Context: an optimization exercise on an open-source flow, tuned for small area and a short achievable clock period. The choices shown serve that exercise and are no tape-out recipe.
Function was checked by simulation only, so behaviour that the tests miss may differ from the original.
Power figures rest on the tool's default switching activity, not on a simulated workload.

==> flow/design.v (outline; a module is shown in full before it is edited, if it fits) <==
// module Mux2to1: 8 lines
// module Mux3to1: 11 lines
// module Mux4to1: 13 lines
// module Mux6to1: 17 lines
// module Mux9to1: 23 lines
// module Mux10to1: 25 lines
// module Mux11to1: 27 lines
// module Mux12to1: 29 lines
// module R_Pipe: 21 lines
// module D_R_Pipe: 24 lines
// module E_R_Pipe: 24 lines
// module PC: 18 lines
// module NPC: 13 lines
// module RF: 30 lines
// module EXT: 13 lines
// module ALU: 53 lines
// module CMP: 10 lines
// module CP0: 76 lines
// module EI_controller: 25 lines
// module Exc_detector_M: 22 lines
// module BE: 21 lines
// module DM_EXT: 20 lines
// module main_control: 120 lines
// module A_T_coder: 129 lines
// module hazard_detector: 50 lines
// module forward_controller: 37 lines
// module stall_controller: 10 lines
// module controller: 224 lines
// module datapath: 313 lines
// module mips_core: 125 lines
module mips_core(
	input clk,
	input reset,
	output [31:0] imem_addr,
	input [31:0] imem_rdata,
	output [31:0] d_addr,
	output [31:0] d_wdata,
	output [3:0] d_be,
	output dm_we,
	input [31:0] dm_rdata,
	output pr_we,
	input [31:0] pr_rdata,
	input [5:0] hwint
	);
  // ...
==> flow/run.sh <==
#!/bin/bash
# synth_recipe.tcl (not shown) runs the flow's synth.tcl, then flattens the netlist and writes it again
# the make line also repeats each setting of config.mk as NAME=value (left out here)
make -C /OpenROAD-flow-scripts/flow DESIGN_CONFIG=/design/flow/config.mk WORK_HOME=/design/flow/orfs CLKGATE_MAP_FILE= SYNTH_SCRIPT=/design/flow/synth_recipe.tcl finish
==> flow/config.mk <==
export PLATFORM = sky130hd
export DESIGN_NAME = mips_core
export DESIGN_NICKNAME = mips_core
export VERILOG_FILES = /design/flow/design.v
export SDC_FILE = /design/flow/constraint.sdc
export NUM_CORES = 4
export LEC_CHECK = 0
export CAP_MARGIN = 20
export CORE_MARGIN = 2
export CORE_UTILIZATION = 40
export SLEW_MARGIN = 20
==> flow/constraint.sdc <==
create_clock -name core_clock -period 10.0 [get_ports {clk}]
set_input_delay 2.0000 -clock core_clock [delete_from_list [all_inputs] [get_ports {clk}]]
set_output_delay 2.0000 -clock core_clock [all_outputs]
set_load 0.01 [all_outputs]
==> flow_summary.yaml, run 1 <==
drt:
  routedWlPerCell_um: 39.36
  wl_met2_mm: 214.6
  wl_met1_mm: 184.5
  routed.top_layer: "met5"
timing:
  setup_viol: 0
  timing.final.crit_share: 0.9186
  fin_ws_ns: 0.8144
global_routing:
  grt-busiest-layer: "met2"
  grt-ovfl-total: 0
layout:
  final_common_cell: "nor2_1"
  num-nonclk-buffers: 640
  nNonClkInverters: 152
critical_path:
  cp-startpoint: "mips_datapath.R_IR_D.dataout[25]$_SDFFE_PP0N_"
  cp-end-kind: "flip-flop"
  required_ns: 10.74
place:
  placed_area_mm2: 0.1036
  hpwl_mm: 347.7
  gp_congestion: 1.065
floorplanning:
  floorplan.initialDensity: 0.4023
  die_h_um: 496.1
power:
  pwr-share-seq: 0.318
  p_sw_frac: 0.4300
  powerClk_w: 0.00729
  power_density_mw_per_mm2: 250.4
  largestPowerGroup: "combinational cells"
  p_total_w: 0.02757
flow_run:
  maxCapViolations: 0
logic_synthesis:
  ys_async_sr_fraction: 0
  synth_top_family_by_area: "simple AND/OR/NAND/NOR gates"
  ys_ff_latch: 1670
  synth_area_mm2: 0.09687
run_status:
  status: "complete, no violations"
clock_network:
  clk_latency_ns: 0.93
  clock_path_buffers: 3
==> module mips_core, before the edit <==
module mips_core(
	input clk,
	input reset,
	output [31:0] imem_addr,
	input [31:0] imem_rdata,
	output [31:0] d_addr,
	output [31:0] d_wdata,
	output [3:0] d_be,
	output dm_we,
	input [31:0] dm_rdata,
	output pr_we,
	input [31:0] pr_rdata,
	input [5:0] hwint
	);
	wire [31:0] Instr;
	wire Zero;
	wire LT0;
	wire BG0;
	wire [1:0] ExtOp;
	wire [1:0] PC_sel;
	wire [1:0] nPC_sel;
	wire ALU_A_sel_E;
	wire ALU_B_sel_E;
	wire [3:0] ALUctr_E;
	wire [1:0] Mem_to_Reg_sel_W;
	wire MemWrite_M;
	wire RegWrite_W;
	wire [2:0] S_Instr_M;
	wire [2:0] L_Instr_W;
	wire [4:0] A3_M;
	wire [4:0] Rd_CP0_M;
	wire PC_En;
	wire D_En;
	wire E_reset;
	wire [2:0] MF_CMP_V1_E_RD1_sel;
	wire [2:0] MF_CMP_V2_E_RD2_sel;
	wire [1:0] MF_ALU_A_sel;
	wire [1:0] MF_ALU_B_V2_M_sel;
	wire MF_WD_sel;
	wire CP0_sel_M;
	wire flush;
	wire D_flush;
	wire Illegal_Instr;
	wire [31:0] store_data;
	assign d_wdata = (d_be == 4'b1100 || d_be == 4'b0011) ? {2{store_data[15:0]}} :
	                 (d_be == 4'b1000 || d_be == 4'b0100 ||
	                  d_be == 4'b0010 || d_be == 4'b0001) ? {4{store_data[7:0]}} :
	                                                          store_data;
	datapath mips_datapath (
		.clk(clk),
		.reset(reset),
		.imem_addr(imem_addr),
		.imem_rdata(imem_rdata),
		.dm_we(dm_we),
		.dm_rdata(dm_rdata),
		.ExtOp(ExtOp),
		.PC_sel(PC_sel),
		.nPC_sel(nPC_sel),
		.ALU_A_sel(ALU_A_sel_E),
		.ALU_B_sel(ALU_B_sel_E),
		.ALUctr(ALUctr_E),
		.Mem_to_Reg_sel(Mem_to_Reg_sel_W),
		.MemWrite(MemWrite_M),
		.RegWrite(RegWrite_W),
		.S_Instr(S_Instr_M),
		.L_Instr(L_Instr_W),
		.A3_in(A3_M),
		.Rd_CP0(Rd_CP0_M),
		.PC_En(PC_En),
		.D_En(D_En),
		.E_reset(E_reset),
		.MF_CMP_V1_E_RD1_sel(MF_CMP_V1_E_RD1_sel),
		.MF_CMP_V2_E_RD2_sel(MF_CMP_V2_E_RD2_sel),
		.MF_ALU_A_sel(MF_ALU_A_sel),
		.MF_ALU_B_V2_M_sel(MF_ALU_B_V2_M_sel),
		.MF_WD_sel(MF_WD_sel),
		.CP0_sel(CP0_sel_M),
		.D_flush(D_flush),
		.Illegal_Instr(Illegal_Instr),
		.Zero(Zero),
		.LT0(LT0),
		.BG0(BG0),
		.IR_D(Instr),
		.PrRD(pr_rdata),
		.HWInt(hwint),
		.ALUOut_M(d_addr),
		.V2_M_AMF(store_data),
		.Byte_sel(d_be),
		.PrWe(pr_we),
		.dp_flush(flush)
	);
	controller mips_controller (
		.clk(clk),
		.reset(reset),
		.Instr(Instr),
		.Zero(Zero),
		.LT0(LT0),
		.BG0(BG0),
		.flush(flush),
		.ExtOp(ExtOp),
		.PC_sel(PC_sel),
		.nPC_sel(nPC_sel),
		.ALU_A_sel_E(ALU_A_sel_E),
		.ALU_B_sel_E(ALU_B_sel_E),
		.ALUctr_E(ALUctr_E),
		.Mem_to_Reg_sel_W(Mem_to_Reg_sel_W),
		.MemWrite_M(MemWrite_M),
		.RegWrite_W(RegWrite_W),
		.S_Instr_M(S_Instr_M),
		.L_Instr_W(L_Instr_W),
		.A3_M(A3_M),
		.Rd_CP0_M(Rd_CP0_M),
		.PC_En(PC_En),
		.D_En(D_En),
		.E_reset(E_reset),
		.MF_CMP_V1_E_RD1_sel(MF_CMP_V1_E_RD1_sel),
		.MF_CMP_V2_E_RD2_sel(MF_CMP_V2_E_RD2_sel),
		.MF_ALU_A_sel(MF_ALU_A_sel),
		.MF_ALU_B_V2_M_sel(MF_ALU_B_V2_M_sel),
		.MF_WD_sel(MF_WD_sel),
		.CP0_sel_M(CP0_sel_M),
		.D_flush(D_flush),
		.Illegal_Instr(Illegal_Instr)
	);
endmodule
==> inputs of run 2 (changes only) <==
==> flow/design.v (replaced) <==
`timescale 1ns / 1ps
module mips_core(
	input clk,
	input reset,
	output [31:0] imem_addr,
	input [31:0] imem_rdata,
	output [31:0] d_addr,
	output [31:0] d_wdata,
	output [3:0] d_be,
	output dm_we,
	input [31:0] dm_rdata,
	output pr_we,
	input [31:0] pr_rdata,
	input [5:0] hwint
	);
	localparam R_NW = 2'b00, R_ALU = 2'b01, R_DM = 2'b10, R_PC = 2'b11;
	reg [31:0] PC;
	reg [31:0] IR_D;
	reg [31:0] PC4_D;
	reg        vD;           
	reg [31:0] RD1_D, RD2_D;  
	reg        fMp1, fMa1, fW1, fMp2, fMa2, fW2;  
	reg        excD;         
	reg [31:0] V1_E, V2_E, EXT_E, PC8_E;
	reg        excE, riE;    
	reg        trapE;        
	reg        invE;         
	reg        s_add_E, s_or_E, s_and_E, s_xor_E, s_nor_E, s_sh_E, s_slt_E, s_sltu_E, s_b_E;
	reg        shl_E, sra_E;
	reg [1:0]  fB_E;         
	reg        sA_v, sA_m, sA_w, sA_s;  
	reg        sB_v, sB_m, sB_w, sB_i;  
	reg        fWD_E;        
	reg [1:0]  Res_E;
	reg [4:0]  A3_E;
	reg        mtc0_E, mfc0_E, eret_E, ds_E;
	reg        sw_E, sh_E, sb_E, lw_E, lh_E, lhu_E, lb_E, lbu_E;
	reg [31:0] ALUOut_M, V2_M, PC8_M;
	reg        excM;
	reg [4:0]  codeM;
	reg [4:0]  RdC_M;
	reg        fWD_M;
	reg [1:0]  Res_M;
	reg [4:0]  A3_M;
	reg        mtc0_M, mfc0_M, eret_M, ds_M;
	reg        sw_M, sh_M, sb_M, lw_M, lh_M, lhu_M, lb_M, lbu_M;
	reg [31:0] WD_W;
	reg [4:0]  A3_W;
	reg        we_W;         
	reg        ds_W, eret_W;
	reg [31:0] RF [1:31];
	genvar ri;
	reg [31:0] EPC;
	reg [15:10] Im;
	reg Exl, Ie;
	reg [6:2] ExcCode;
	reg [15:10] Ip;
	reg BD;
	reg [5:0] imask;         
	wire [5:0] Op = IR_D[31:26];
	wire [5:0] Funct = IR_D[5:0];
	wire [4:0] Rs = IR_D[25:21];
	wire [4:0] Rt = IR_D[20:16];
	wire [4:0] Rd = IR_D[15:11];
	wire rtype = (Op == 6'b000000);
	wire add   = rtype && Funct == 6'b100000;
	wire addu  = rtype && Funct == 6'b100001;
	wire sub   = rtype && Funct == 6'b100010;
	wire subu  = rtype && Funct == 6'b100011;
	wire and_  = rtype && Funct == 6'b100100;
	wire or_   = rtype && Funct == 6'b100101;
	wire xor_  = rtype && Funct == 6'b100110;
	wire nor_  = rtype && Funct == 6'b100111;
	wire slt   = rtype && Funct == 6'b101010;
	wire sltu  = rtype && Funct == 6'b101011;
	wire sll   = rtype && Funct == 6'b000000;
	wire srl   = rtype && Funct == 6'b000010;
	wire sra   = rtype && Funct == 6'b000011;
	wire sllv  = rtype && Funct == 6'b000100;
	wire srlv  = rtype && Funct == 6'b000110;
	wire srav  = rtype && Funct == 6'b000111;
	wire jr    = rtype && Funct == 6'b001000;
	wire jalr  = rtype && Funct == 6'b001001;
	wire addi  = Op == 6'b001000;
	wire addiu = Op == 6'b001001;
	wire slti  = Op == 6'b001010;
	wire sltiu = Op == 6'b001011;
	wire andi  = Op == 6'b001100;
	wire ori   = Op == 6'b001101;
	wire xori  = Op == 6'b001110;
	wire lui   = Op == 6'b001111;
	wire lb    = Op == 6'b100000;
	wire lh    = Op == 6'b100001;
	wire lw    = Op == 6'b100011;
	wire lbu   = Op == 6'b100100;
	wire lhu   = Op == 6'b100101;
	wire sb    = Op == 6'b101000;
	wire sh    = Op == 6'b101001;
	wire sw    = Op == 6'b101011;
	wire beq   = Op == 6'b000100;
	wire bne   = Op == 6'b000101;
	wire blez  = Op == 6'b000110;
	wire bgtz  = Op == 6'b000111;
	wire bltz  = Op == 6'b000001 && Rt == 5'b00000;
	wire bgez  = Op == 6'b000001 && Rt == 5'b00001;
	wire j     = Op == 6'b000010;
	wire jal   = Op == 6'b000011;
	wire cop0  = Op == 6'b010000;
	wire eret  = cop0 && Funct == 6'b011000;
	wire mfc0  = cop0 && Rs == 5'b00000;
	wire mtc0  = cop0 && Rs == 5'b00100;
	wire load  = lw | lh | lhu | lb | lbu;
	wire store = sw | sh | sb;
	wire illegal = !(add | addi | addiu | addu | and_ | andi | beq | bgez | bgtz | blez | bltz | bne
	               | eret | j | jal | jalr | jr | lb | lbu | lh | lhu | lui | lw | mfc0 | mtc0
	               | nor_ | or_ | ori | sb | sh | sll | sllv | slt | slti | sltiu | sltu | sra | srav
	               | srl | srlv | sub | subu | sw | xor_ | xori);
	wire res_alu = add | addu | sub | subu | and_ | or_ | xor_ | nor_ | slt | sltu | sll | sra | srl
	             | sllv | srav | srlv | addi | andi | addiu | ori | xori | lui | slti | sltiu;
	wire res_dm  = load | mfc0;
	wire res_pc  = jalr | jal;
	wire [1:0] Res_D = {res_dm | res_pc, res_alu | res_pc};
	wire [4:0] A3_D = jal ? 5'd31 :
	                  (lh | lw | lhu | lb | lbu | ori | lui | addi | addiu | andi | xori | slti | sltiu | mfc0) ? Rt : Rd;
	wire [15:0] imm = IR_D[15:0];
	wire ext_sign = lw | sw | sh | sb | lh | lhu | lb | lbu | addi | addiu | slti | sltiu;
	wire [31:0] ExOut = lui ? {imm, 16'b0} : ext_sign ? {{16{imm[15]}}, imm} : {16'b0, imm};
	wire alu_a_sel = sll | sra | srl;
	wire alu_b_sel = ori | lw | lh | lhu | lb | lbu | sw | sh | sb | lui | addi | addiu | andi | xori | slti | sltiu;
	wire [3:0] ALUctr = mtc0 ? 4'd11 :
	                    (sltu | sltiu) ? 4'd10 :
	                    (slt | slti) ? 4'd9 :
	                    (srl | srlv) ? 4'd8 :
	                    (sra | srav) ? 4'd7 :
	                    (sll | sllv) ? 4'd6 :
	                    nor_ ? 4'd5 :
	                    (xor_ | xori) ? 4'd4 :
	                    (andi | and_) ? 4'd3 :
	                    (or_ | ori) ? 4'd2 :
	                    (sub | subu) ? 4'd1 : 4'd0;
	wire tuse_rs0 = beq | bne | jr | bgez | bgtz | blez | bltz | jalr;
	wire tuse_rs1 = add | addu | addi | sub | subu | and_ | andi | or_ | xor_ | xori | nor_ | ori | load | store
	              | addiu | slt | sltu | slti | sltiu | sllv | srav | srlv;
	wire tuse_rt0 = beq | bne;
	wire tuse_rt1 = add | addu | sub | subu | and_ | or_ | xor_ | nor_ | slt | sltu | sll | sra | srl | sllv | srav | srlv;
	wire delay_slot = j | jal | jalr | jr | beq | bne | bgez | bgtz | blez | bltz;
	wire rs_eqE = (Rs == A3_E);
	wire rt_eqE = (Rt == A3_E);
	wire rs_eqM = (Rs == A3_M);
	wire rt_eqM = (Rt == A3_M);
	wire nzE = (A3_E != 5'd0);
	wire nzM = (A3_M != 5'd0);
	wire stall = (tuse_rs0 & (Res_E == R_ALU | Res_E == R_DM) & rs_eqE)
	           | (tuse_rs0 & (Res_M == R_DM) & rs_eqM)
	           | (tuse_rs1 & (Res_E == R_DM) & rs_eqE)
	           | (tuse_rt0 & (Res_E == R_ALU | Res_E == R_DM) & rt_eqE)
	           | (tuse_rt0 & (Res_M == R_DM) & rt_eqM)
	           | (tuse_rt1 & (Res_E == R_DM) & rt_eqE)
	           | (eret & mtc0_E & (A3_E == 5'd14));
	wire [31:0] rd1 = fMp1 ? PC8_M : fMa1 ? ALUOut_M : fW1 ? WD_W : RD1_D;
	wire [31:0] rd2 = fMp2 ? PC8_M : fMa2 ? ALUOut_M : fW2 ? WD_W : RD2_D;
	wire zero = (rd1 == rd2);
	wire lt0 = rd1[31];
	wire gt0 = !rd1[31] && (rd1 != 32'd0);
	wire taken = (bgez & !lt0) | (bltz & lt0) | (beq & zero) | (bne & !zero) | (bgtz & gt0) | (blez & !gt0)
	           | j | jal | eret;
	wire hit_dev = (ALUOut_M >= 32'h00007f00 && ALUOut_M <= 32'h00007f0b) ||
	               (ALUOut_M >= 32'h00007f10 && ALUOut_M <= 32'h00007f43);
	wire hit_dm  = (ALUOut_M < 32'h00003000);
	wire st_M = sw_M | sh_M | sb_M;
	wire ld_M = lw_M | lh_M | lhu_M | lb_M | lbu_M;
	wire s_exc = (sw_M && ALUOut_M[1:0] != 2'b00) || (sh_M && ALUOut_M[0])
	           || (st_M && !hit_dm && !hit_dev)
	           || (st_M && ALUOut_M >= 32'h00007f08 && ALUOut_M <= 32'h00007f0b)
	           || ((sh_M | sb_M) && hit_dev);
	wire l_exc = (lw_M && ALUOut_M[1:0] != 2'b00) || ((lh_M | lhu_M) && ALUOut_M[0])
	           || (ld_M && !hit_dm && !hit_dev)
	           || ((lh_M | lhu_M | lb_M | lbu_M) && hit_dev);
	wire int_req = (|(hwint & Im)) & Ie & !Exl;
	wire exc_req = s_exc | l_exc | excM;
	wire flush = int_req | exc_req;
	wire [4:0] exc_code = int_req ? 5'd0 : excM ? codeM : s_exc ? 5'd5 : l_exc ? 5'd4 : 5'd0;
	wire [31:0] V2_M_AMF = fWD_M ? WD_W : V2_M;
	wire cp0_we = mtc0_M;
	wire [31:0] EPC_O = (cp0_we && A3_M == 5'd14) ? V2_M_AMF : EPC;
	wire [31:0] B_target = {{14{imm[15]}}, imm, 2'b00} + PC4_D;
	wire [31:0] J_target = {PC4_D[31:28], IR_D[25:0], 2'b00};
	wire [31:0] npc = eret ? EPC_O : (j | jal) ? J_target : B_target;
	wire [31:0] ADD4 = PC + 32'd4;
	wire [31:0] N_PC = (jr | jalr) ? rd1 : taken ? npc : ADD4;
	wire [31:0] N_PC_CP0 = flush ? 32'h00004180 : N_PC;
	wire exc_F = (PC[1:0] != 2'b00) || (PC > 32'h00004ffc) || (PC < 32'h00003000);
	wire npc_vec = eret ? (EPC_O == 32'h00004180) :
	               (j | jal) ? (J_target == 32'h00004180) : (B_target == 32'h00004180);
	wire nxt_vec = (jr | jalr) ? (rd1 == 32'h00004180) :
	               taken ? npc_vec : (PC == 32'h0000417c);
	wire pc_load = !stall || flush || nxt_vec;
	always @(posedge clk) begin
		if (reset)
			PC <= 32'h00003000;
		else if (pc_load)
			PC <= N_PC_CP0;
	end
	assign imem_addr = PC;
	wire d_zero = flush | (eret & !stall);
	always @(posedge clk) begin
		if (reset || d_zero) begin
			IR_D <= 32'd0;
			vD <= 1'b0;
			excD <= 1'b0;
		end else if (!stall) begin
			IR_D <= imem_rdata;
			vD <= 1'b1;
			excD <= exc_F;
		end
	end
	always @(posedge clk)
		if (!stall) PC4_D <= ADD4;
	wire [4:0] rsN = stall ? Rs : imem_rdata[25:21];
	wire [4:0] rtN = stall ? Rt : imem_rdata[20:16];
	wire [31:1] rsel1, rsel2;
	wire [31:0] rterm1 [0:31];
	wire [31:0] rterm2 [0:31];
	assign rterm1[0] = 32'd0;
	assign rterm2[0] = 32'd0;
	generate for (ri = 1; ri < 32; ri = ri + 1) begin : g_rd
		assign rsel1[ri] = (rsN == ri);
		assign rsel2[ri] = (rtN == ri);
		assign rterm1[ri] = rterm1[ri-1] | ({32{rsel1[ri]}} & RF[ri]);
		assign rterm2[ri] = rterm2[ri-1] | ({32{rsel2[ri]}} & RF[ri]);
	end endgenerate
	wire [31:0] rfF1 = rterm1[31];
	wire [31:0] rfF2 = rterm2[31];
	wire [31:0] rdF1 = (we_W && A3_W == rsN) ? WD_W : rfF1;
	wire [31:0] rdF2 = (we_W && A3_W == rtN) ? WD_W : rfF2;
	wire n1E = (rsN == A3_E) & nzE;
	wire n2E = (rtN == A3_E) & nzE;
	wire n1M = (rsN == A3_M) & nzM & (Res_M != R_NW);
	wire n2M = (rtN == A3_M) & nzM & (Res_M != R_NW);
	always @(posedge clk) begin
		if (reset || d_zero) begin
			RD1_D <= 32'd0; RD2_D <= 32'd0;
			fMp1 <= 1'b0; fMa1 <= 1'b0; fW1 <= 1'b0;
			fMp2 <= 1'b0; fMa2 <= 1'b0; fW2 <= 1'b0;
		end else begin
			RD1_D <= rdF1;
			RD2_D <= rdF2;
			fMp1 <= n1E & (Res_E == R_PC); fMa1 <= n1E & (Res_E == R_ALU); fW1 <= n1M;
			fMp2 <= n2E & (Res_E == R_PC); fMa2 <= n2E & (Res_E == R_ALU); fW2 <= n2M;
		end
	end
	wire [31:0] PC8_D = vD ? PC4_D + 32'd4 : 32'd0;
	wire fa_m = rs_eqE & nzE & (Res_E == R_ALU);
	wire fa_w = rs_eqM & nzM & (Res_M == R_ALU | Res_M == R_DM);
	wire fb_m = rt_eqE & nzE & (Res_E == R_ALU);
	wire fb_w = rt_eqM & nzM & (Res_M == R_ALU | Res_M == R_DM);
	wire e_zero = reset | flush | stall;
	always @(posedge clk) begin
		if (e_zero) begin
			V1_E <= 32'd0; V2_E <= 32'd0;
			excE <= 1'b0; riE <= 1'b0; trapE <= 1'b0;
			invE <= 1'b0;
			s_add_E <= 1'b0; s_or_E <= 1'b0; s_and_E <= 1'b0; s_xor_E <= 1'b0; s_nor_E <= 1'b0;
			s_sh_E <= 1'b0; s_slt_E <= 1'b0; s_sltu_E <= 1'b0; s_b_E <= 1'b0;
			shl_E <= 1'b0; sra_E <= 1'b0;
			fB_E <= 2'b00; fWD_E <= 1'b0;
			sA_v <= 1'b0; sA_m <= 1'b0; sA_w <= 1'b0; sA_s <= 1'b0;
			sB_v <= 1'b0; sB_m <= 1'b0; sB_w <= 1'b0; sB_i <= 1'b0;
			Res_E <= R_NW; A3_E <= 5'd0;
			mtc0_E <= 1'b0; mfc0_E <= 1'b0; eret_E <= 1'b0; ds_E <= 1'b0;
			sw_E <= 1'b0; sh_E <= 1'b0; sb_E <= 1'b0;
			lw_E <= 1'b0; lh_E <= 1'b0; lhu_E <= 1'b0; lb_E <= 1'b0; lbu_E <= 1'b0;
		end else begin
			V1_E <= rd1; V2_E <= rd2;
			excE <= excD | illegal; riE <= !excD;
			trapE <= add | addi | sub;
			invE <= (ALUctr == 4'd1) | (ALUctr == 4'd9) | (ALUctr == 4'd10);
			s_add_E <= (ALUctr == 4'd0) | (ALUctr == 4'd1);
			s_or_E <= (ALUctr == 4'd2);
			s_and_E <= (ALUctr == 4'd3);
			s_xor_E <= (ALUctr == 4'd4);
			s_nor_E <= (ALUctr == 4'd5);
			s_sh_E <= (ALUctr == 4'd6) | (ALUctr == 4'd7) | (ALUctr == 4'd8);
			shl_E <= (ALUctr == 4'd6);
			sra_E <= (ALUctr == 4'd7);
			s_slt_E <= (ALUctr == 4'd9);
			s_sltu_E <= (ALUctr == 4'd10);
			s_b_E <= (ALUctr == 4'd11);
			fB_E <= {fb_m, !fb_m & fb_w};
			fWD_E <= rt_eqE & nzE & (Res_E == R_DM);
			sA_s <= alu_a_sel;
			sA_m <= !alu_a_sel & fa_m;
			sA_w <= !alu_a_sel & !fa_m & fa_w;
			sA_v <= !alu_a_sel & !fa_m & !fa_w;
			sB_i <= alu_b_sel;
			sB_m <= !alu_b_sel & fb_m;
			sB_w <= !alu_b_sel & !fb_m & fb_w;
			sB_v <= !alu_b_sel & !fb_m & !fb_w;
			Res_E <= Res_D; A3_E <= A3_D;
			mtc0_E <= mtc0; mfc0_E <= mfc0; eret_E <= eret; ds_E <= delay_slot;
			sw_E <= sw; sh_E <= sh; sb_E <= sb;
			lw_E <= lw; lh_E <= lh; lhu_E <= lhu; lb_E <= lb; lbu_E <= lbu;
		end
	end
	always @(posedge clk)
		EXT_E <= ExOut;
	always @(posedge clk) begin
		if (reset || flush)
			PC8_E <= 32'd0;
		else
			PC8_E <= PC8_D;
	end
	wire [31:0] fwdB = fB_E[1] ? ALUOut_M : fB_E[0] ? WD_W : V2_E;
	wire [31:0] SrcA = ({32{sA_v}} & V1_E) | ({32{sA_m}} & ALUOut_M) | ({32{sA_w}} & WD_W)
	                 | {27'b0, {5{sA_s}} & EXT_E[10:6]};
	wire [31:0] SrcB = ({32{sB_v}} & V2_E) | ({32{sB_m}} & ALUOut_M) | ({32{sB_w}} & WD_W)
	                 | ({32{sB_i}} & EXT_E);
	wire [31:0] Bx = SrcB ^ {32{invE}};
	wire [31:0] pg_p = SrcA ^ Bx;
	wire [31:0] pg_g0 = SrcA & Bx;
	wire [31:0] kg [0:5];
	wire [31:0] kp [0:5];
	assign kg[0] = {pg_g0[31:1], pg_g0[0] | (pg_p[0] & invE)};
	assign kp[0] = pg_p;
	genvar li, bi;
	generate for (li = 0; li < 5; li = li + 1) begin : g_ks
		for (bi = 0; bi < 32; bi = bi + 1) begin : g_b
			if (bi >= (1 << li)) begin : g_op
				assign kg[li+1][bi] = kg[li][bi] | (kp[li][bi] & kg[li][bi - (1 << li)]);
				assign kp[li+1][bi] = kp[li][bi] & kp[li][bi - (1 << li)];
			end else begin : g_pass
				assign kg[li+1][bi] = kg[li][bi];
				assign kp[li+1][bi] = kp[li][bi];
			end
		end
	end endgenerate
	wire [32:0] carry = {kg[5], invE};
	wire [32:0] sum = {carry[32], pg_p ^ carry[31:0]};
	wire ovf = (SrcA[31] == Bx[31]) && (sum[31] != SrcA[31]);
	wire slt_r = (SrcA[31] != SrcB[31]) ? SrcA[31] : sum[31];
	wire sltu_r = !sum[32];
	wire [4:0] shamt = SrcA[4:0];
	wire [31:0] shin;
	wire [31:0] shout;
	genvar gi;
	generate for (gi = 0; gi < 32; gi = gi + 1) begin : g_rev
		assign shin[gi] = shl_E ? SrcB[31 - gi] : SrcB[gi];
	end endgenerate
	wire [31:0] shr = $signed({sra_E & SrcB[31], shin}) >>> shamt;
	generate for (gi = 0; gi < 32; gi = gi + 1) begin : g_rev2
		assign shout[gi] = shl_E ? shr[31 - gi] : shr[gi];
	end endgenerate
	wire [31:0] ALUResult = ({32{s_add_E}} & sum[31:0])
	                      | ({32{s_or_E}} & (SrcA | SrcB))
	                      | ({32{s_and_E}} & (SrcA & SrcB))
	                      | ({32{s_xor_E}} & (SrcA ^ SrcB))
	                      | ({32{s_nor_E}} & ~(SrcA | SrcB))
	                      | ({32{s_sh_E}} & shout)
	                      | {31'd0, s_slt_E & slt_r}
	                      | {31'd0, s_sltu_E & sltu_r}
	                      | ({32{s_b_E}} & SrcB);
	wire overflow = trapE & ovf;
	always @(posedge clk) begin
		if (reset || flush) begin
			ALUOut_M <= 32'd0; V2_M <= 32'd0; PC8_M <= 32'd0;
			excM <= 1'b0; codeM <= 5'd0; fWD_M <= 1'b0;
			Res_M <= R_NW; A3_M <= 5'd0;
			mtc0_M <= 1'b0; mfc0_M <= 1'b0; eret_M <= 1'b0; ds_M <= 1'b0;
			sw_M <= 1'b0; sh_M <= 1'b0; sb_M <= 1'b0;
			lw_M <= 1'b0; lh_M <= 1'b0; lhu_M <= 1'b0; lb_M <= 1'b0; lbu_M <= 1'b0;
		end else begin
			ALUOut_M <= ALUResult; V2_M <= fwdB; PC8_M <= PC8_E;
			excM <= excE | overflow;
			codeM <= excE ? (riE ? 5'd10 : 5'd4) : overflow ? 5'd12 : 5'd0;
			fWD_M <= fWD_E;
			Res_M <= Res_E; A3_M <= A3_E;
			mtc0_M <= mtc0_E; mfc0_M <= mfc0_E; eret_M <= eret_E; ds_M <= ds_E;
			sw_M <= sw_E; sh_M <= sh_E; sb_M <= sb_E;
			lw_M <= lw_E; lh_M <= lh_E; lhu_M <= lhu_E; lb_M <= lb_E; lbu_M <= lbu_E;
		end
	end
	always @(posedge clk)
		RdC_M <= EXT_E[15:11];
	assign d_addr = ALUOut_M;
	assign d_be = sb_M ? (4'b0001 << ALUOut_M[1:0]) :
	              sh_M ? (ALUOut_M[1] ? 4'b1100 : 4'b0011) : 4'b1111;
	assign d_wdata = sh_M ? {2{V2_M_AMF[15:0]}} : sb_M ? {4{V2_M_AMF[7:0]}} : V2_M_AMF;
	wire int_out = |(hwint & imask);
	wire st_ok = st_M && !s_exc && !excM;
	assign dm_we = st_ok && hit_dm && !int_out;
	assign pr_we = st_ok && hit_dev && !int_out;
	wire [31:0] cp0_out = (RdC_M == 5'd12) ? {16'b0, Im, 8'b0, Exl, Ie} :
	                      (RdC_M == 5'd13) ? {BD, 15'b0, Ip, 3'b0, ExcCode, 2'b0} :
	                      (RdC_M == 5'd14) ? EPC :
	                      (RdC_M == 5'd15) ? 32'h16231137 : 32'b0;
	wire [31:0] mem_in = mfc0_M ? cp0_out : hit_dm ? dm_rdata : pr_rdata;
	wire [31:0] mem_ext = lh_M  ? (ALUOut_M[1] ? {{16{mem_in[31]}}, mem_in[31:16]} : {{16{mem_in[15]}}, mem_in[15:0]}) :
	                      lhu_M ? (ALUOut_M[1] ? {16'b0, mem_in[31:16]} : {16'b0, mem_in[15:0]}) :
	                      lb_M  ? ((ALUOut_M[1:0] == 2'd3) ? {{24{mem_in[31]}}, mem_in[31:24]} :
	                               (ALUOut_M[1:0] == 2'd2) ? {{24{mem_in[23]}}, mem_in[23:16]} :
	                               (ALUOut_M[1:0] == 2'd1) ? {{24{mem_in[15]}}, mem_in[15:8]} :
	                                                         {{24{mem_in[7]}}, mem_in[7:0]}) :
	                      lbu_M ? ((ALUOut_M[1:0] == 2'd3) ? {24'b0, mem_in[31:24]} :
	                               (ALUOut_M[1:0] == 2'd2) ? {24'b0, mem_in[23:16]} :
	                               (ALUOut_M[1:0] == 2'd1) ? {24'b0, mem_in[15:8]} :
	                                                         {24'b0, mem_in[7:0]}) :
	                      mem_in;
	wire [31:0] WD_M = (Res_M == R_PC) ? PC8_M : (Res_M == R_DM) ? mem_ext : ALUOut_M;
	wire [31:0] epc_dec = ds_W ? 32'd12 : 32'd8;
	wire [31:0] epc_E = PC8_E - epc_dec;
	wire [31:0] epc_M = PC8_M - epc_dec;
	wire bd_i = ds_W && flush;
	wire epc_from_E = int_req && eret_W;
	wire [31:0] epc_sel = ({32{epc_from_E}} & epc_E) | ({32{!epc_from_E}} & epc_M);
	reg [15:10] Im_n;
	reg Exl_n, Ie_n;
	always @(*) begin
		Im_n = Im; Exl_n = Exl; Ie_n = Ie;
		if (flush)
			Exl_n = 1'b1;
		else if (eret_M)
			Exl_n = 1'b0;
		else if (cp0_we && A3_M == 5'd12)
			{Im_n, Exl_n, Ie_n} = {ALUOut_M[15:10], ALUOut_M[1], ALUOut_M[0]};
	end
	always @(posedge clk) begin
		if (reset) begin
			Im <= 6'b0; Exl <= 1'b0; Ie <= 1'b0; imask <= 6'b0; Ip <= 6'b0;
			ExcCode <= 5'b0; BD <= 1'b0; EPC <= 32'b0;
		end else begin
			Ip <= hwint;
			Im <= Im_n; Exl <= Exl_n; Ie <= Ie_n;
			imask <= Im_n & {6{Ie_n & !Exl_n}};
			if (flush) begin
				BD <= bd_i;
				ExcCode <= exc_code;
				EPC <= epc_sel;
			end else if (eret_M) begin
				BD <= 1'b0;
			end else if (cp0_we && A3_M == 5'd14) begin
				EPC <= ALUOut_M;
			end
		end
	end
	always @(posedge clk) begin
		if (reset || flush) begin
			we_W <= 1'b0; ds_W <= 1'b0; eret_W <= 1'b0;
		end else begin
			we_W <= (Res_M != R_NW) && nzM;
			ds_W <= ds_M; eret_W <= eret_M;
		end
	end
	always @(posedge clk) begin
		WD_W <= WD_M;
		A3_W <= A3_M;
	end
	wire [31:0] rf_wd = WD_W & {32{~reset}};
	generate for (ri = 1; ri < 32; ri = ri + 1) begin : g_rf
		wire rf_we = reset | (we_W & (A3_W == ri));
		always @(posedge clk)
			if (rf_we) RF[ri] <= rf_wd;
	end endgenerate
endmodule
--- a/flow/config.mk
+++ b/flow/config.mk
@@ -7,5 +7,6 @@
 export LEC_CHECK = 0
 export CAP_MARGIN = 20
 export CORE_MARGIN = 2
-export CORE_UTILIZATION = 40
+export CORE_UTILIZATION = 55
+export SETUP_SLACK_MARGIN = 5
 export SLEW_MARGIN = 20
==> flow_summary.yaml, run 2 <==
drt:
  drtIter0Drc: 17430
  drc: 0
  vias_per_cell: 7.979
  routedWlPerCell_um: 42.77
  antenna_left: 0
  dr_total_vias: 78200
  drt_pass1_iterations: 15
  wl_mm: 419.2
timing:
  setup_viol: 0
  timing.final.crit_share: 0.5249
  rsz0062_at_grt: "true"
  fin_ws_ns: 4.751
  clock.fmax_mhz: 190.5
  finalHoldViolCount: 0
  period_needed_ns: 5.249
  relSlewSlack: 0.1240
  fin_setup_tns_ns: 0
  worst_slew_pin_slew_ns: 1.300
  drv_slew: 0
  finalClockSkew_ns: 0.07202
run_status:
  status: "complete, no violations"
logic_synthesis:
  ys_async_sr_fraction: 0
  synth_simple_gate_area_share: 0.1298
  synth_area_mm2: 0.08068
  synth.area.top_cells: "edfxtp_1 38%, dfxtp_1 13%, a22oi_1 3.9%"
  yosysMostFrequentCell: "edfxtp_1"
  yosys.area.top_type: "edfxtp_1"
  synth_top_family_by_area: "compound AO/OA/AOI/OAI gates"
  yosys.area_share.adder: 0.02184
  synth_top_flop_cell: "edfxtp_1"
  synth_compound_area_frac: 0.2150
  synth_top_area_frac: 0.3811
  ys_ff_latch: 1555
  synth_edf_count: 1024
  postSynthCellCount: 7637
  yosysSeqAreaShare: 0.5129
  avgSynthCellArea_um2: 10.56
  ys_top_cells_by_count: "1,024 x edfxtp_1, 605 x nor2_1, 567 x nand2_1, 531 x dfxtp_1, 438 x clkbuf_1"
  synthMuxAreaShare: 0.05185
  synth.distinct_cells: 102
  synth-xor-area-share: 0.02736
  yosysWarnings: 2
place:
  portBuffers: 205
  gp_congestion: 1.102
  hpwl_mm: 261.0
  dp_worst_setup_slack_ns: 3.974
clock_network:
  cts_hold_buf: 0
  cts_buffers: 164
  clk_latency_ns: 0.90
  cts_tree: "done"
  clock_sinks: 1555
  htree_levels: 4
  cts_root_buf: "clkbuf_16"
  path_clk_slew_ns: 0.06
  clock_path_buffers: 3
global_routing:
  antenna_found_initial: 35
  grt_max_degree: 76
  global_route.usage.total: 0.5384
  grt_pass1_wl_mm: 567.0
  grt_pass1_vias: 71320
  grt-ovfl-total: 0
floorplanning:
  die_area_mm2: 0.1498
  core_area_mm2: 0.1456
  die_h_um: 387.0
  die_width_um: 387.0
  io_pins: 206
  rows: 140
  floorplan.initialDensity: 0.5542
critical_path:
  crit_arrival_ns: 3.25
  cp-end-kind: "output port"
  crit_fanout: 2
  critical_path_class: "flip-flop to output port"
  required_ns: 8.00
  start_kind: "flip-flop"
layout:
  layout_common_cells: "1,024 x edfxtp_1, 597 x nor2_1, 550 x nand2_1"
  final_common_cell: "edfxtp_1"
  top_register: "RF"
  largest_register_ffs: 992
  area_growth_pct: 15.45
  finish.net_count: 7959
  drive_gt1_frac: 0.1274
flow_run:
  maxCapViolations: 0
power:
  irDropWorstVdd_mv: 0.2198
  p_leak_nw: 34.12
  power_density_mw_per_mm2: 195.7
hold_path:
  worstHoldPathType: "flip-flop to flip-flop"
-- run 2: through the flow --
step                      power [W]  instance area, um^2  instances  hold slack, ns    util
final                       0.01823                93140       9801          0.3646  0.6399
after global routing        0.01850                93090       9778          0.3576  0.6395
after CTS                   0.01784                92340       9750          0.3573  0.6344
after detailed placement    0.01140                85790       9413          0.3463  0.5894
after global placement      0.01139                85690       9408          0.3471  0.5887
after floorplan            0.009804                80680       7637          0.3290       -
-- run 2: cell families (layout without fill, tap and decap cells) --
logic type	Yosys count	count (layout)
AOI/OAI and AO/OA	2373	2373
and+or+nand+nor	2160	2164
DFF	1555	1555
buffers and inverters	784	1001
muxes	373	373
xor gates and xnor gates	252	252
adders and majority gates	140	140
other	0	26
-- run 2: final timing paths --
check	endpoint	start	slack, ns	cells after the start
worst max-delay path	dm_we	ALUOut_M[31]$_SDFF_PP0_	4.75	10
worst min-delay path	RdC_M[3]$_DFF_P_	EXT_E[14]$_SDFF_PP0_	0.36	0
worst max register to register	s_add_E$_SDFF_PP0_	ALUOut_M[31]$_SDFF_PP0_	4.91	13
worst min register to register	RdC_M[3]$_DFF_P_	EXT_E[14]$_SDFF_PP0_	0.36	0
-- run 2: timing repair --
item / 4_1_cts / 5_1_grt
buffers inserted: 26 / 15
gates resized for setup: 141 / 108
endpoints found under the setup margin: 253 / 126
cloned: 4 / 5
pin swaps: 20 / 18
-- run 2: final cells by class --
class | count | area (um^2)
Fill cell | 11520 | 52420
Sequential cell | 1555 | 41450
Multi-Input combinational cell | 5302 | 37620
Timing Repair Buffer | 569 | 5340
Clock buffer | 212 | 4488
Tap cell | 1917 | 2399
Clock inverter | 95 | 1297
Inverter | 125 | 483.0
Antenna cell | 26 | 65.06
-- run 2: power breakdown --
part           leakage, nW  internal (W)  switching [W]
clock network         2.81       0.00370        0.00284
registers             15.0       0.00738       0.000576
logic                 16.4       0.00119        0.00254
total                 34.1        0.0123        0.00596
-- run 2: worst max-delay path, stage by stage, from the launching register on --
cell      delay (ns)
dfxtp_2         0.32
buf_8           0.13
or4_4           0.49
nor3_4          0.34
o211ai_1        0.20
a32oi_2         0.21
o221ai_2        0.14
nor2_2          0.15
nand4_1         0.15
nor2_1          0.12
buf_2           0.14
-- run 2: layer usage --
layer | wire, um | share of wire | GRT usage
met5 | 560 | 0.0013 | 0.01244
met4 | 49480 | 0.12 | 0.4473
met3 | 71840 | 0.17 | 0.2488
met2 | 162400 | 0.39 | 0.7356
met1 | 134900 | 0.32 | 0.6420
==> inputs of run 3 (changes only) <==
--- a/flow/design.v
+++ b/flow/design.v
@@ -27,7 +27,7 @@
 	reg        invE;         
 	reg        s_add_E, s_or_E, s_and_E, s_xor_E, s_nor_E, s_sh_E, s_slt_E, s_sltu_E, s_b_E;
 	reg        shl_E, sra_E;
-	reg [1:0]  fB_E;         
+	reg        fB_v, fB_m, fB_w;  
 	reg        sA_v, sA_m, sA_w, sA_s;  
 	reg        sB_v, sB_m, sB_w, sB_i;  
 	reg        fWD_E;        
@@ -39,12 +39,15 @@
 	reg        excM;
 	reg [4:0]  codeM;
 	reg [4:0]  RdC_M;
-	reg        fWD_M;
+	reg        hdm_M, hdev_M, h7f08_M;  
+	reg        wdm_M, wpr_M;    
+	reg [5:0]  zdm_M, zpr_M;    
 	reg [1:0]  Res_M;
 	reg [4:0]  A3_M;
 	reg        mtc0_M, mfc0_M, eret_M, ds_M;
 	reg        sw_M, sh_M, sb_M, lw_M, lh_M, lhu_M, lb_M, lbu_M;
 	reg [31:0] WD_W;
+	wire [31:0] WD_M;        
 	reg [4:0]  A3_W;
 	reg        we_W;         
 	reg        ds_W, eret_W;
@@ -56,7 +59,7 @@
 	reg [6:2] ExcCode;
 	reg [15:10] Ip;
 	reg BD;
-	reg [5:0] imask;         
+	wire [5:0] imask_n;      
 	wire [5:0] Op = IR_D[31:26];
 	wire [5:0] Funct = IR_D[5:0];
 	wire [4:0] Rs = IR_D[25:21];
@@ -164,14 +167,13 @@
 	wire gt0 = !rd1[31] && (rd1 != 32'd0);
 	wire taken = (bgez & !lt0) | (bltz & lt0) | (beq & zero) | (bne & !zero) | (bgtz & gt0) | (blez & !gt0)
 	           | j | jal | eret;
-	wire hit_dev = (ALUOut_M >= 32'h00007f00 && ALUOut_M <= 32'h00007f0b) ||
-	               (ALUOut_M >= 32'h00007f10 && ALUOut_M <= 32'h00007f43);
-	wire hit_dm  = (ALUOut_M < 32'h00003000);
+	wire hit_dev = hdev_M;
+	wire hit_dm  = hdm_M;
 	wire st_M = sw_M | sh_M | sb_M;
 	wire ld_M = lw_M | lh_M | lhu_M | lb_M | lbu_M;
 	wire s_exc = (sw_M && ALUOut_M[1:0] != 2'b00) || (sh_M && ALUOut_M[0])
 	           || (st_M && !hit_dm && !hit_dev)
-	           || (st_M && ALUOut_M >= 32'h00007f08 && ALUOut_M <= 32'h00007f0b)
+	           || (st_M && h7f08_M)
 	           || ((sh_M | sb_M) && hit_dev);
 	wire l_exc = (lw_M && ALUOut_M[1:0] != 2'b00) || ((lh_M | lhu_M) && ALUOut_M[0])
 	           || (ld_M && !hit_dm && !hit_dev)
@@ -180,7 +182,7 @@
 	wire exc_req = s_exc | l_exc | excM;
 	wire flush = int_req | exc_req;
 	wire [4:0] exc_code = int_req ? 5'd0 : excM ? codeM : s_exc ? 5'd5 : l_exc ? 5'd4 : 5'd0;
-	wire [31:0] V2_M_AMF = fWD_M ? WD_W : V2_M;
+	wire [31:0] V2_M_AMF = V2_M;    
 	wire cp0_we = mtc0_M;
 	wire [31:0] EPC_O = (cp0_we && A3_M == 5'd14) ? V2_M_AMF : EPC;
 	wire [31:0] B_target = {{14{imm[15]}}, imm, 2'b00} + PC4_D;
@@ -257,13 +259,12 @@
 	wire e_zero = reset | flush | stall;
 	always @(posedge clk) begin
 		if (e_zero) begin
-			V1_E <= 32'd0; V2_E <= 32'd0;
 			excE <= 1'b0; riE <= 1'b0; trapE <= 1'b0;
 			invE <= 1'b0;
 			s_add_E <= 1'b0; s_or_E <= 1'b0; s_and_E <= 1'b0; s_xor_E <= 1'b0; s_nor_E <= 1'b0;
 			s_sh_E <= 1'b0; s_slt_E <= 1'b0; s_sltu_E <= 1'b0; s_b_E <= 1'b0;
 			shl_E <= 1'b0; sra_E <= 1'b0;
-			fB_E <= 2'b00; fWD_E <= 1'b0;
+			fB_v <= 1'b0; fB_m <= 1'b0; fB_w <= 1'b0; fWD_E <= 1'b0;
 			sA_v <= 1'b0; sA_m <= 1'b0; sA_w <= 1'b0; sA_s <= 1'b0;
 			sB_v <= 1'b0; sB_m <= 1'b0; sB_w <= 1'b0; sB_i <= 1'b0;
 			Res_E <= R_NW; A3_E <= 5'd0;
@@ -271,7 +272,6 @@
 			sw_E <= 1'b0; sh_E <= 1'b0; sb_E <= 1'b0;
 			lw_E <= 1'b0; lh_E <= 1'b0; lhu_E <= 1'b0; lb_E <= 1'b0; lbu_E <= 1'b0;
 		end else begin
-			V1_E <= rd1; V2_E <= rd2;
 			excE <= excD | illegal; riE <= !excD;
 			trapE <= add | addi | sub;
 			invE <= (ALUctr == 4'd1) | (ALUctr == 4'd9) | (ALUctr == 4'd10);
@@ -286,7 +286,7 @@
 			s_slt_E <= (ALUctr == 4'd9);
 			s_sltu_E <= (ALUctr == 4'd10);
 			s_b_E <= (ALUctr == 4'd11);
-			fB_E <= {fb_m, !fb_m & fb_w};
+			fB_m <= fb_m; fB_w <= !fb_m & fb_w; fB_v <= !fb_m & !fb_w;
 			fWD_E <= rt_eqE & nzE & (Res_E == R_DM);
 			sA_s <= alu_a_sel;
 			sA_m <= !alu_a_sel & fa_m;
@@ -302,15 +302,18 @@
 			lw_E <= lw; lh_E <= lh; lhu_E <= lhu; lb_E <= lb; lbu_E <= lbu;
 		end
 	end
-	always @(posedge clk)
+	always @(posedge clk) begin
 		EXT_E <= ExOut;
+		V1_E <= rd1;
+		V2_E <= rd2;
+	end
 	always @(posedge clk) begin
 		if (reset || flush)
 			PC8_E <= 32'd0;
 		else
 			PC8_E <= PC8_D;
 	end
-	wire [31:0] fwdB = fB_E[1] ? ALUOut_M : fB_E[0] ? WD_W : V2_E;
+	wire [31:0] fwdB = ({32{fB_v}} & V2_E) | ({32{fB_m}} & ALUOut_M) | ({32{fB_w}} & WD_W);
 	wire [31:0] SrcA = ({32{sA_v}} & V1_E) | ({32{sA_m}} & ALUOut_M) | ({32{sA_w}} & WD_W)
 	                 | {27'b0, {5{sA_s}} & EXT_E[10:6]};
 	wire [31:0] SrcB = ({32{sB_v}} & V2_E) | ({32{sB_m}} & ALUOut_M) | ({32{sB_w}} & WD_W)
@@ -360,19 +363,52 @@
 	                      | {31'd0, s_sltu_E & sltu_r}
 	                      | ({32{s_b_E}} & SrcB);
 	wire overflow = trapE & ovf;
+	wire [31:0] pg_o = SrcA | Bx;
+	wire [31:0] s_lo = pg_p ^ carry[31:0];
+	wire [31:15] zt;
+	wire [31:9]  kt;
+	generate for (gi = 15; gi < 32; gi = gi + 1) begin : g_zt
+		assign zt[gi] = pg_p[gi] == pg_o[gi-1];
+	end endgenerate
+	generate for (gi = 9; gi < 32; gi = gi + 1) begin : g_kt
+		if (gi <= 14) begin : g_one
+			assign kt[gi] = !pg_p[gi] == pg_g0[gi-1];
+		end else if (gi == 15) begin : g_edge
+			assign kt[gi] = pg_p[gi] == pg_g0[gi-1];
+		end else begin : g_zero
+			assign kt[gi] = pg_p[gi] == pg_o[gi-1];
+		end
+	end endgenerate
+	wire zero_31_14 = (pg_p[14] == carry[14]) & (&zt);
+	wire is_7f_31_8 = (!pg_p[8] == carry[8]) & (&kt);
+	wire hdm_E = zero_31_14 & !(s_lo[13] & s_lo[12]);
+	wire hdev_E = is_7f_31_8 & ((s_lo[7:4] == 4'd0 & !(s_lo[3] & s_lo[2])) |
+	                            (s_lo[7:6] == 2'd0 & s_lo[5:4] != 2'd0) |
+	                            (s_lo[7:2] == 6'b010000));
+	wire h7f08_E = is_7f_31_8 & (s_lo[7:2] == 6'b000010);
+	wire st_E = sw_E | sh_E | sb_E;
+	wire st_mis_E = (sw_E & (s_lo[1] | s_lo[0])) | (sh_E & s_lo[0]);
+	wire exc_E = excE | overflow;
+	wire wdm_E = st_E & hdm_E & !st_mis_E & !exc_E;
+	wire wpr_E = sw_E & hdev_E & !s_lo[1] & !s_lo[0] & !h7f08_E & !exc_E;
 	always @(posedge clk) begin
 		if (reset || flush) begin
 			ALUOut_M <= 32'd0; V2_M <= 32'd0; PC8_M <= 32'd0;
-			excM <= 1'b0; codeM <= 5'd0; fWD_M <= 1'b0;
+			excM <= 1'b0; codeM <= 5'd0;
+			hdm_M <= 1'b0; hdev_M <= 1'b0; h7f08_M <= 1'b0;
+			wdm_M <= 1'b0; wpr_M <= 1'b0;
+			zdm_M <= 6'd0; zpr_M <= 6'd0;
 			Res_M <= R_NW; A3_M <= 5'd0;
 			mtc0_M <= 1'b0; mfc0_M <= 1'b0; eret_M <= 1'b0; ds_M <= 1'b0;
 			sw_M <= 1'b0; sh_M <= 1'b0; sb_M <= 1'b0;
 			lw_M <= 1'b0; lh_M <= 1'b0; lhu_M <= 1'b0; lb_M <= 1'b0; lbu_M <= 1'b0;
 		end else begin
-			ALUOut_M <= ALUResult; V2_M <= fwdB; PC8_M <= PC8_E;
+			ALUOut_M <= ALUResult; V2_M <= fWD_E ? WD_M : fwdB; PC8_M <= PC8_E;
+			hdm_M <= hdm_E; hdev_M <= hdev_E; h7f08_M <= h7f08_E;
+			wdm_M <= wdm_E; wpr_M <= wpr_E;
+			zdm_M <= imask_n & {6{wdm_E}}; zpr_M <= imask_n & {6{wpr_E}};
 			excM <= excE | overflow;
 			codeM <= excE ? (riE ? 5'd10 : 5'd4) : overflow ? 5'd12 : 5'd0;
-			fWD_M <= fWD_E;
 			Res_M <= Res_E; A3_M <= A3_E;
 			mtc0_M <= mtc0_E; mfc0_M <= mfc0_E; eret_M <= eret_E; ds_M <= ds_E;
 			sw_M <= sw_E; sh_M <= sh_E; sb_M <= sb_E;
@@ -385,10 +421,8 @@
 	assign d_be = sb_M ? (4'b0001 << ALUOut_M[1:0]) :
 	              sh_M ? (ALUOut_M[1] ? 4'b1100 : 4'b0011) : 4'b1111;
 	assign d_wdata = sh_M ? {2{V2_M_AMF[15:0]}} : sb_M ? {4{V2_M_AMF[7:0]}} : V2_M_AMF;
-	wire int_out = |(hwint & imask);
-	wire st_ok = st_M && !s_exc && !excM;
-	assign dm_we = st_ok && hit_dm && !int_out;
-	assign pr_we = st_ok && hit_dev && !int_out;
+	assign dm_we = wdm_M && !(|(hwint & zdm_M));
+	assign pr_we = wpr_M && !(|(hwint & zpr_M));
 	wire [31:0] cp0_out = (RdC_M == 5'd12) ? {16'b0, Im, 8'b0, Exl, Ie} :
 	                      (RdC_M == 5'd13) ? {BD, 15'b0, Ip, 3'b0, ExcCode, 2'b0} :
 	                      (RdC_M == 5'd14) ? EPC :
@@ -405,7 +439,7 @@
 	                               (ALUOut_M[1:0] == 2'd1) ? {24'b0, mem_in[15:8]} :
 	                                                         {24'b0, mem_in[7:0]}) :
 	                      mem_in;
-	wire [31:0] WD_M = (Res_M == R_PC) ? PC8_M : (Res_M == R_DM) ? mem_ext : ALUOut_M;
+	assign WD_M = (Res_M == R_PC) ? PC8_M : (Res_M == R_DM) ? mem_ext : ALUOut_M;
 	wire [31:0] epc_dec = ds_W ? 32'd12 : 32'd8;
 	wire [31:0] epc_E = PC8_E - epc_dec;
 	wire [31:0] epc_M = PC8_M - epc_dec;
@@ -423,14 +457,14 @@
 		else if (cp0_we && A3_M == 5'd12)
 			{Im_n, Exl_n, Ie_n} = {ALUOut_M[15:10], ALUOut_M[1], ALUOut_M[0]};
 	end
+	assign imask_n = Im_n & {6{Ie_n & !Exl_n}};
 	always @(posedge clk) begin
 		if (reset) begin
-			Im <= 6'b0; Exl <= 1'b0; Ie <= 1'b0; imask <= 6'b0; Ip <= 6'b0;
+			Im <= 6'b0; Exl <= 1'b0; Ie <= 1'b0; Ip <= 6'b0;
 			ExcCode <= 5'b0; BD <= 1'b0; EPC <= 32'b0;
 		end else begin
 			Ip <= hwint;
 			Im <= Im_n; Exl <= Exl_n; Ie <= Ie_n;
-			imask <= Im_n & {6{Ie_n & !Exl_n}};
 			if (flush) begin
 				BD <= bd_i;
 				ExcCode <= exc_code;
--- a/flow/config.mk
+++ b/flow/config.mk
@@ -7,6 +7,6 @@
 export LEC_CHECK = 0
 export CAP_MARGIN = 20
 export CORE_MARGIN = 2
-export CORE_UTILIZATION = 55
+export CORE_UTILIZATION = 45
 export SETUP_SLACK_MARGIN = 5
 export SLEW_MARGIN = 20
==> flow_summary.yaml, run 3 <==
logic_synthesis:
  ys_ff_latch: 1566
  synth.distinct_cells: 109
  synth.area.top_cells: "edfxtp_1 37%, dfxtp_1 13%, a22oi_1 4.7%"
  yosys.area.top_type: "edfxtp_1"
  synth_top_area_frac: 0.3730
  ys_async_sr_fraction: 0
  ys_top_cells_by_count: "1,024 x edfxtp_1, 606 x nand2_1, 564 x nor2_1, 542 x dfxtp_1, 514 x a22oi_1"
  synth_area_mm2: 0.08243
  avgSynthCellArea_um2: 10.55
  synth_edf_count: 1024
  postSynthCellCount: 7817
  yosysWarnings: 2
  yosysSeqAreaShare: 0.5047
  yosysMostFrequentCell: "edfxtp_1"
  synth_top_flop_cell: "edfxtp_1"
critical_path:
  cp-end-kind: "flip-flop"
  slowest_delay_ns: 0.84
  start_kind: "flip-flop"
  crit_arrival_ns: 5.89
  r2r_start: "IR_D[29]$_SDFFE_PP0P_"
  setup.worst_path.end: "RD2_D[18]$_SDFF_PP0_"
  cp-startpoint: "IR_D[29]$_SDFFE_PP0P_"
  regToRegSetupSlack_ns: 4.84
  critical_path_class: "flip-flop to flip-flop"
  r2r_end: "RD2_D[18]$_SDFF_PP0_"
  required_ns: 10.73
  crit_fanout: 25
  cp_cell_sequence: "or4_4 > or4_1 > a21o_1 > a41oi_2 > a2111oi_4 > bufbuf_16 > mux2_2 > buf_4 > a22oi_1 > o21ai_0 > nor4_2 > a211oi_1"
  crit_slowest_cell: "mux2_2"
  r2r.worst_path.cells: 12
place:
  dp_worst_setup_slack_ns: 3.448
  gp_congestion: 1.101
  hpwl_mm: 300.1
  portBuffers: 205
clock_network:
  clk_latency_ns: 0.88
  cts_root_buf: "clkbuf_16"
  clock_sinks: 1566
  htree_levels: 4
  cts_buffers: 170
  clock_path_buffers: 3
  cts_hold_buf: 0
  cts_tree: "done"
  path_clk_slew_ns: 0.07
timing:
  period_needed_ns: 5.159
  fin_setup_tns_ns: 0
  finalClockSkew_ns: 0.06020
  relSlewSlack: 0.1464
  fin_ws_ns: 4.841
  clock.fmax_mhz: 193.8
  drv_slew: 0
  finalHoldViolCount: 0
  setup_viol: 0
  rsz0062_at_grt: "false"
  timing.final.crit_share: 0.5159
  worst_slew_pin_slew_ns: 1.280
flow_run:
  maxCapViolations: 0
power:
  power_density_mw_per_mm2: 202.0
  p_int_w: 0.01272
  irDropWorstVdd_mv: 0.1633
  p_leak_nw: 34.65
  clockPowerShare: 0.349
  share_comb_of_total_power: 0.225
  p_sw_frac: 0.3426
  pwr-share-seq: 0.426
  p_switching_w: 0.006630
layout:
  final_common_cell: "edfxtp_1"
  layout_common_cells: "1,024 x edfxtp_1, 584 x nand2_1, 548 x nor2_1"
  num-fill-cells: 16000
  finish.net_count: 8154
  largest_register_ffs: 992
  area_growth_pct: 16.22
  drive_gt1_frac: 0.1351
  top_register: "RF"
floorplanning:
  die_width_um: 432.0
  io_pins: 206
  die_h_um: 432.0
  die_area_mm2: 0.1866
  rows: 157
  floorplan.initialDensity: 0.4517
  core_area_mm2: 0.1825
drt:
  wl_mm: 469.0
  antenna_left: 0
  drt_pass1_iterations: 14
  dr_total_vias: 80900
  vias_per_cell: 7.726
  drc: 0
  routedWlPerCell_um: 44.79
  drtIter0Drc: 16930
global_routing:
  grt_pass1_wl_mm: 625.1
  met3_usage: 0.2081
  grt_pass1_vias: 73870
  grt-ovfl-total: 0
  grt-busiest-layer: "met2"
  grt_max_degree: 91
  global_route.usage.total: 0.4860
  met2_usage: 0.6917
  met1_usage: 0.5603
  antenna_found_initial: 52
run_status:
  status: "complete, no violations"
hold_path:
  worstHoldPathType: "flip-flop to flip-flop"
-- run 3: what timing repair did --
action / 4_1_cts / 5_1_grt
endpoints found under the setup margin: 124 / 113
pin swaps: 21 / 31
gates cloned: 6 / 6
setup buffers: 32 / 17
resized for setup: 145 / 125
hold endpoints to repair: 0 / 0
-- run 3: area by class of cell --
class | count | area [um^2] | share of cell area
well taps | 2385 | 2984 | 0.03115
repair inverters | 1 | 5.005 | 0.00005224
repair buffers | 550 | 5084 | 0.05307
clock inverters | 99 | 1227 | 0.01281
inverters | 166 | 636.9 | 0.006648
multi-input cells | 5433 | 39360 | 0.4109
clock buffers | 214 | 4686 | 0.04891
flip-flops and latches | 1566 | 41670 | 0.4350
diodes | 57 | 142.6 | 0.001489
-- run 3: how the worst min path moves through the flow --
stage | start | endpoint | slack (ns) | depth (start not counted)
floorplan | A3_M[0]$_SDFF_PP0_ | A3_W[0]$_DFF_P_ | 0.33 | 0
global placement | EXT_E[12]$_SDFF_PP0_ | RdC_M[1]$_DFF_P_ | 0.36 | 0
detailed placement | EXT_E[12]$_SDFF_PP0_ | RdC_M[1]$_DFF_P_ | 0.37 | 0
CTS | EXT_E[12]$_SDFF_PP0_ | RdC_M[1]$_DFF_P_ | 0.37 | 0
global route | EXT_E[12]$_SDFF_PP0_ | RdC_M[1]$_DFF_P_ | 0.38 | 0
finish | EXT_E[12]$_SDFF_PP0_ | RdC_M[1]$_DFF_P_ | 0.39 | 0
-- run 3: power by group through the flow --
stage                     clock network, W  registers, W  logic (W)
after global routing               0.00697       0.00825    0.00441
after CTS                          0.00670       0.00818    0.00401
after floorplan                          0       0.00793    0.00232
final                              0.00676       0.00825    0.00435
after detailed placement                 0       0.00831    0.00391
after global placement                   0       0.00832    0.00390
-- run 3: critical path, delay by kind of cell, from the launching register on --
family          cells  cell delay (ns)
compound gates      6             1.47
flops               1             0.41
simple gates        3             1.24
buf+inv             2             0.98
mux                 1             0.84
-- run 3: through the flow --
step / hold WS [ns] / area [um^2] / utilization / instances / power (W)
after floorplan: 0.3290 / 82430 / - / 7817 / 0.01024
after global placement: 0.3647 / 88000 / 0.4822 / 10040 / 0.01222
after detailed placement: 0.3657 / 88030 / 0.4824 / 10040 / 0.01223
final: 0.3867 / 95800 / 0.5249 / 10470 / 0.01935
after CTS: 0.3658 / 94810 / 0.5195 / 10390 / 0.01888
after global routing: 0.3782 / 95660 / 0.5242 / 10420 / 0.01963
-- run 3: cells by family after synthesis --
group,Yosys count,share of synthesized area
flops,1566,0.5047
buf+inv,820,0.04003
simple gates,2085,0.1208
fa+ha+maj,163,0.02553
xor+xnor,278,0.02954
compound gates,2472,0.2205
mux,433,0.05888
-- run 3: per-layer routing --
metal	routed length (um)	part of all wire
met1	155200	0.33
met2	191400	0.41
met3	69450	0.15
met4	52410	0.11
met5	497	0.0011
==> inputs of run 4 (changes only) <==
--- a/flow/config.mk
+++ b/flow/config.mk
@@ -7,6 +7,8 @@
 export LEC_CHECK = 0
 export CAP_MARGIN = 20
 export CORE_MARGIN = 2
-export CORE_UTILIZATION = 45
+export CORE_UTILIZATION = 50
+export CTS_CLUSTER_DIAMETER = 100
+export CTS_CLUSTER_SIZE = 20
 export SETUP_SLACK_MARGIN = 5
 export SLEW_MARGIN = 20
==> flow_summary.yaml, run 4 <==
timing:
  period_needed_ns: 5.077
  setup_viol: 0
  fin_ws_ns: 4.923
  relSlewSlack: 0.1553
  finalHoldViolCount: 0
  timing.final.crit_share: 0.5077
  worst_slew_pin_slew_ns: 1.254
  finalClockSkew_ns: 0.05955
  rsz0062_at_grt: "false"
  clock.fmax_mhz: 197.0
  fin_setup_tns_ns: 0
  drv_slew: 0
layout:
  finish.net_count: 8111
  post-route-util: 0.5636
  largest_register_ffs: 992
  final_common_cell: "edfxtp_1"
  fin_cells: 10150
  drive_gt1_frac: 0.1241
  final_area_mm2: 0.09267
  layout_common_cells: "1,024 x edfxtp_1, 582 x nand2_1, 542 x nor2_1"
  area_growth_pct: 12.42
  top_register: "RF"
power:
  p_leak_nw: 33.29
  clockPowerShare: 0.247
  p_sw_frac: 0.3641
  power_density_mw_per_mm2: 180.5
  share_comb_of_total_power: 0.262
  pwr-share-seq: 0.491
  irDropWorstVdd_mv: 0.1742
  p_switching_w: 0.006091
  p_int_w: 0.01064
drt:
  antenna_left: 0
  wl_mm: 467.6
  drc: 0
  vias_per_cell: 7.967
  drtIter0Drc: 17270
  routedWlPerCell_um: 46.08
  drt_pass1_iterations: 14
  dr_total_vias: 80850
place:
  placed_area_mm2: 0.08793
  place_inst: 9867
  gp_congestion: 1.097
  hpwl_mm: 299.7
  dp_worst_setup_slack_ns: 3.571
  portBuffers: 205
clock_network:
  path_clk_slew_ns: 0.10
  cts_buffers: 91
  htree_levels: 3
  clock_path_buffers: 3
  cts_tree: "done"
  cts_root_buf: "clkbuf_16"
  clock_sinks: 1566
  clk_latency_ns: 0.79
  cts_hold_buf: 0
critical_path:
  required_ns: 10.59
  r2r_start: "IR_D[28]$_SDFFE_PP0P_"
  regToRegSetupSlack_ns: 4.92
  cp-startpoint: "IR_D[28]$_SDFFE_PP0P_"
  cp-end-kind: "flip-flop"
  critical_path_class: "flip-flop to flip-flop"
  crit_fanout: 35
  crit_arrival_ns: 5.67
  start_kind: "flip-flop"
global_routing:
  grt_pass1_wl_mm: 622.2
  met1_usage: 0.6239
  met2_usage: 0.7416
  met3_usage: 0.2476
  grt-busiest-layer: "met2"
  grt_pass1_vias: 73200
  antenna_found_initial: 53
  global_route.usage.total: 0.5370
  grt-ovfl-total: 0
  grt_max_degree: 86
floorplanning:
  io_pins: 206
  die_h_um: 410.0
  die_area_mm2: 0.1681
  die_width_um: 410.0
  rows: 149
  floorplan.initialDensity: 0.5013
  core_area_mm2: 0.1644
logic_synthesis:
  synth_top_family_by_area: "compound AO/OA/AOI/OAI gates"
  synth-xor-area-share: 0.02954
  yosys.area.top_type: "edfxtp_1"
  synth_top_area_frac: 0.3730
  ys_top_cells_by_count: "1,024 x edfxtp_1, 606 x nand2_1, 564 x nor2_1, 542 x dfxtp_1, 514 x a22oi_1"
  synth.area.top_cells: "edfxtp_1 37%, dfxtp_1 13%, a22oi_1 4.7%"
  ys_ff_latch: 1566
  ys_async_sr_fraction: 0
  synth_edf_count: 1024
  synth_compound_area_frac: 0.2205
  synth_top_flop_cell: "edfxtp_1"
  synth_simple_gate_area_share: 0.1208
  postSynthCellCount: 7817
  synthMuxAreaShare: 0.05888
  yosysWarnings: 2
  yosysMostFrequentCell: "edfxtp_1"
  synth_area_mm2: 0.08243
  synth.distinct_cells: 109
  avgSynthCellArea_um2: 10.55
  yosys.area_share.adder: 0.02553
  yosysSeqAreaShare: 0.5047
hold_path:
  worstHoldPathType: "flip-flop to flip-flop"
  hp-start: "EXT_E[12]$_SDFF_PP0_"
run_status:
  status: "complete, no violations"
flow_run:
  maxCapViolations: 0
-- run 4: logic make-up (layout without fill, tap and decap cells) --
family	count (synthesis)	after routing
flops	1566	1566
mux	433	433
buf+inv	820	906
compound gates	2472	2475
other cells	0	51
fa+ha+maj	163	163
simple gates	2085	2087
xor+xnor	278	278
-- run 4: stage by stage --
| stage | power [W] | hold WS, ns |
|---|---|---|
| 2_1_floorplan | 0.01024 | 0.3290 |
| 3_3_place_gp | 0.01222 | 0.3446 |
| 6_report | 0.01673 | 0.3688 |
| 5_1_grt | 0.01694 | 0.3731 |
| 3_5_place_dp | 0.01223 | 0.3514 |
| 4_1_cts | 0.01624 | 0.3647 |
-- run 4: metal layers --
layer  share of wire  routed length [um]
met2            0.40              184700
met5         0.00077                 358
met1            0.32              151100
met3            0.16               76880
met4            0.12               54550
-- run 4: layout make-up --
class	count	area [um^2]
antenna	51	127.6
clock buffer	141	2476
clock inverter	15	240.2
fill	14180	71760
inverter	166	636.9
multi-input combinational	5436	39470
sequential	1566	41690
tap	2189	2739
timing repair buffer	583	5289
timing repair inverter	1	7.507
-- run 4: critical path: stages (launching register included) --
cell and delay, ns:
dfxtp_4 0.40, or4_4 0.57, or4_1 0.56, a21o_1 0.21, a41oi_2 0.23, a2111oi_4 0.09, buf_4 0.23, bufbuf_16 0.34
nand3_1 0.14, o21ai_4 0.07, buf_4 0.34, a222oi_1 0.63, o221ai_1 0.24, nor3_2 0.60, a211oi_1 0.17
-- run 4: power by group through the flow --
stage	logic, W	registers, W	clock network, W
2_1_floorplan	0.00232	0.00793	0
6_report	0.00439	0.00821	0.00413
3_5_place_dp	0.00392	0.00831	0
3_3_place_gp	0.00391	0.00831	0
4_1_cts	0.00402	0.00816	0.00406
5_1_grt	0.00444	0.00822	0.00427
-- run 4: timing repair --
action	CTS	global route
pin swaps	26	40
setup endpoints to repair	140	108
buffers inserted	35	29
gates cloned	7	1
resized for setup	174	134
-- run 4: path summary, 6_finish.rpt --
path | to | depth (start not counted)
worst max-delay path | RD1_D[3]$_SDFF_PP0_ | 14
worst min-delay path | RdC_M[1]$_DFF_P_ | 0
worst max register to register | RD1_D[3]$_SDFF_PP0_ | 14
worst min register to register | RdC_M[1]$_DFF_P_ | 0

-- re-timing with driven ports --
No port has a modelled driver above. Below, the same layouts with a new extraction and two added sets of constraints.
Step 1: set_driving_cell puts a clkbuf_16 on clk and a buf_2 on each other input, an assumption about the parent block.
Step 2 moves the port delays by t, midway between the first and last clock arrival at a register: inputs arrive t later, outputs are due t later. That takes back most of the time a late clock gives input paths.
Slacks: ideal ports / drivers / drivers and shift; pairs: ideal ports / drivers.
| run | t (ns) | setup WS [ns] | slew at the worst register clock pin (ns) | pins driven straight from the clock port |
|---|---|---|---|---|
| run 1 | 0.954 | 0.814 / 0.814 / 0.814 | 0.08 / 0.08 | 1 |
| run 2 | 0.952 | 4.751 / 4.658 / 4.078 | 0.07 / 0.07 | 1 |
| run 3 | 0.942 | 4.841 / 4.841 / 4.059 | 0.07 / 0.07 | 1 |
| run 4 | 0.848 | 4.923 / 4.923 / 4.219 | 0.10 / 0.10 | 1 |
After both steps setup and hold are still met in every run listed. The setup slack of run 3, which loses most, moves by 0.000 ns with the drivers and by -0.782 ns with both steps.
